What follows belongs to an exercise in optimizing a design on an open flow for small area and a short achievable clock period; a production flow would make more cautious choices.
Only simulation tests tie the RTL to the original design; equivalence was not proved.
No activity file was given, so power comes from the tool's default toggle rates.

== sierra ==
// apb_pwm
module	apb_pwm #(parameter DATA_WIDTH = 32,
                        ADDR_WIDTH = 8)(
	input   logic                   PCLK_i,
	input   logic                   PRST_ni,
	input   logic                   PWRITE_i,
	input   logic [ADDR_WIDTH -1:0] PADDR_i,
	input   logic [DATA_WIDTH -1:0] PWDATA_i,
	input   logic                   PSEL_i,PENABLE_i,
	output  logic [DATA_WIDTH -1:0] PRDATA_o,
	output  logic                   o_pwm_1,
	output  logic                   o_pwm_2,
	output  logic                   oe_pwm1,
	output  logic                   oe_pwm2,
	output  logic                   PSLVERR_o,PREADY_o
);
For scale: about 1,700 cells after synthesis, roughly 370 flip-flops, about 83 I/O pins, ~0.019 mm2 of cells after synthesis.
==> flow/config.mk <==
export PLATFORM = sky130hd
export DESIGN_NAME = apb_pwm
export DESIGN_NICKNAME = apb_pwm
export VERILOG_FILES = /design/flow/design.v
export SDC_FILE = /design/flow/constraint.sdc
export NUM_CORES = 4
export LEC_CHECK = 0
export CAP_MARGIN = 20
export CORE_MARGIN = 2
export CORE_UTILIZATION = 65
export CTS_BUF_LIST = sky130_fd_sc_hd__clkbuf_16
export CTS_CLUSTER_DIAMETER = 80
export CTS_CLUSTER_SIZE = 24
export SETUP_SLACK_MARGIN = 2.6
export SLEW_MARGIN = 20
==> flow/constraint.sdc <==
create_clock -name core_clock -period 5.0 [get_ports {PCLK_i}]
set_input_delay 1.0000 -clock core_clock [delete_from_list [all_inputs] [get_ports {PCLK_i}]]
set_output_delay 1.0000 -clock core_clock [all_outputs]
set_load 0.01 [all_outputs]
standard.sh (not shown) runs the stock make flow with config.mk's settings and CLKGATE_MAP_FILE= SYNTH_SCRIPT=/design/flow/synth_recipe.tcl, a recipe that flattens the netlist after the stock synthesis.
==> flow/flow/run.sh <==
#!/bin/bash
# The standard layout (standard.sh) with these changes:
#  - synthesis keeps adders as plain logic for ABC (no adder-cell extraction)
#    and, when flow/abc.script exists, maps with that ABC script instead of
#    ORFS's; registers and their names are those of the standard synthesis
#  - ports get buf_1 buffers (sized later by repair) instead of delay cells
# make's full output goes to standard.log; ORFS's own logs are in orfs/logs.
set -euo pipefail
W=$PWD
args=(ADDER_MAP_FILE= "BUFFER_PORTS_ARGS=-buffer_cell sky130_fd_sc_hd__buf_1" "SYNTH_SCRIPT=$W/flow/my_synth.tcl")
if [[ -f flow/abc.script ]]; then args+=("MY_ABC_SCRIPT=$W/flow/abc.script"); fi
if [[ -f flow/extra.vars ]]; then while read -r l; do [[ -n "$l" ]] && args+=("$l"); done < flow/extra.vars; fi
bash standard.sh "${args[@]}" finish > standard.log 2>&1
==> flow/flow/my_synth.tcl <==
proc synth {args} { yosys synth -nofsm -noshare {*}$args }
proc abc {args} {
  set i [lsearch -exact $args -script]
  if {$i >= 0 && [info exists ::env(MY_ABC_SCRIPT)] && $::env(MY_ABC_SCRIPT) ne ""} {
    lset args [expr {$i + 1}] $::env(MY_ABC_SCRIPT)
  }
  yosys abc {*}$args
}
source $::env(SCRIPTS_DIR)/synth.tcl
# left out here: clear keep_hierarchy, flatten, clean up, hide names made inside functions, write 1_2_yosys.v
[inputs] juniper vs sierra
Settings: TNS_END_PERCENT now 0, previously not set; CORE_UTILIZATION now 50, was 65.
==> flow/flow/abc.script (new file) <==
strash
dch -f
map
topo
stime -c
Results
Relative to sierra, the final cell count without fillers of juniper is higher by 552.
Number of global-route vias before repair was higher in the run labelled juniper.
Measured against juniper, the area enclosed by the die boundary of sierra comes out at 0.75 times the reference value.
The count of mapped cells out of synthesis in juniper sits 401 above the value recorded for sierra.
juniper vs sierra: power share of the sequential group down in juniper
The leading cell type in the layout, fill and taps excluded comes out sky130_fd_sc_hd__edfxtp_1 in one run and sky130_fd_sc_hd__nand2_1 in the other, namely in sierra and juniper respectively.
Share of the yosys chip area belonging to registers was higher in sierra than in juniper.
Compared with sierra, juniper ends up with more cell area.
On overall power consumption, sierra tracks juniper almost exactly.
In the metrics for juniper and sierra, the one carrying the lower quantity of gates resized following cts is juniper.
juniper falls short of sierra in clock skew.
First-pass GRT wire length for juniper is higher than for sierra.
What delta does differently from juniper at the input level:
Settings: CTS_CLUSTER_SIZE removed (was 24); CTS_BUF_LIST removed (was sky130_fd_sc_hd__clkbuf_16); CTS_CLUSTER_DIAMETER removed (was 80); TNS_END_PERCENT removed (was 0).
==> flow/flow/abc.script <==
strash
&get -n
&st
&syn2
&dch
&nf
&put
Findings:
delta: no failed stages, no open violations at the end. Against juniper, delta reports a combinational fraction of design power that is higher. First-pass GRT wire length, juniper and delta, higher one = juniper. Uppermost layer routed = met5: juniper; uppermost layer routed = met4: delta. Length of the first detailed-routing pass in iterations, juniper and delta, lower one = juniper. The post-synthesis net count in delta is 0.72 times that in juniper.
Edits applied to the flow inputs when going from delta to indigo:
removed: flow/flow/abc.script
Notes after the runs:
Area overhead of the layout relative to synthesis ends up higher on delta.
delta → indigo: fraction of the cycle the final worst path needs fell by 6.5 points, complex-gate fraction of the synthesized area rose by 2.1 points, clock power rose by 9.4%, die boundary height rose by 7.5 um, utilization after layout fell by 4.7 points.

port drivers added, routing unchanged:
How much do the figures lean on ideal ports? The routed layouts below were timed once more, with nothing changed but the port constraints.
Step 1 assumes that a clkbuf_16 drives the clock port and a buf_2 every other input.
Step 2 adds t to the input delays and takes it off the output delays; t is the mean of the earliest and latest rising clock arrival at the registers after step 1. Input paths then give back, and output paths get back, about the clock's delay inside the block.
a / b / c = no drivers / after step 1 / after step 2; a / b = the first two.
run | t, ns | setup slack, ns | worst hold slack (ns) | latest minus earliest clock arrival (ns)
sierra | 0.595 | 2.308 / 2.308 / 1.974 | 0.473 / 0.473 / 0.473 | 0.020 / 0.020
juniper | 0.629 | 2.598 / 2.598 / 2.048 | 0.475 / 0.451 / 0.482 | 0.030 / 0.030
delta | 0.601 | 2.118 / 2.118 / 2.118 | 0.474 / 0.474 / 0.474 | 0.021 / 0.021
indigo | 0.615 | 2.446 / 2.446 / 1.969 | 0.470 / 0.470 / 0.470 | 0.026 / 0.027
After both steps every run listed still meets setup and hold. The setup slack of juniper, which loses most, moves by 0.000 ns with the drivers and by -0.550 ns with both steps.
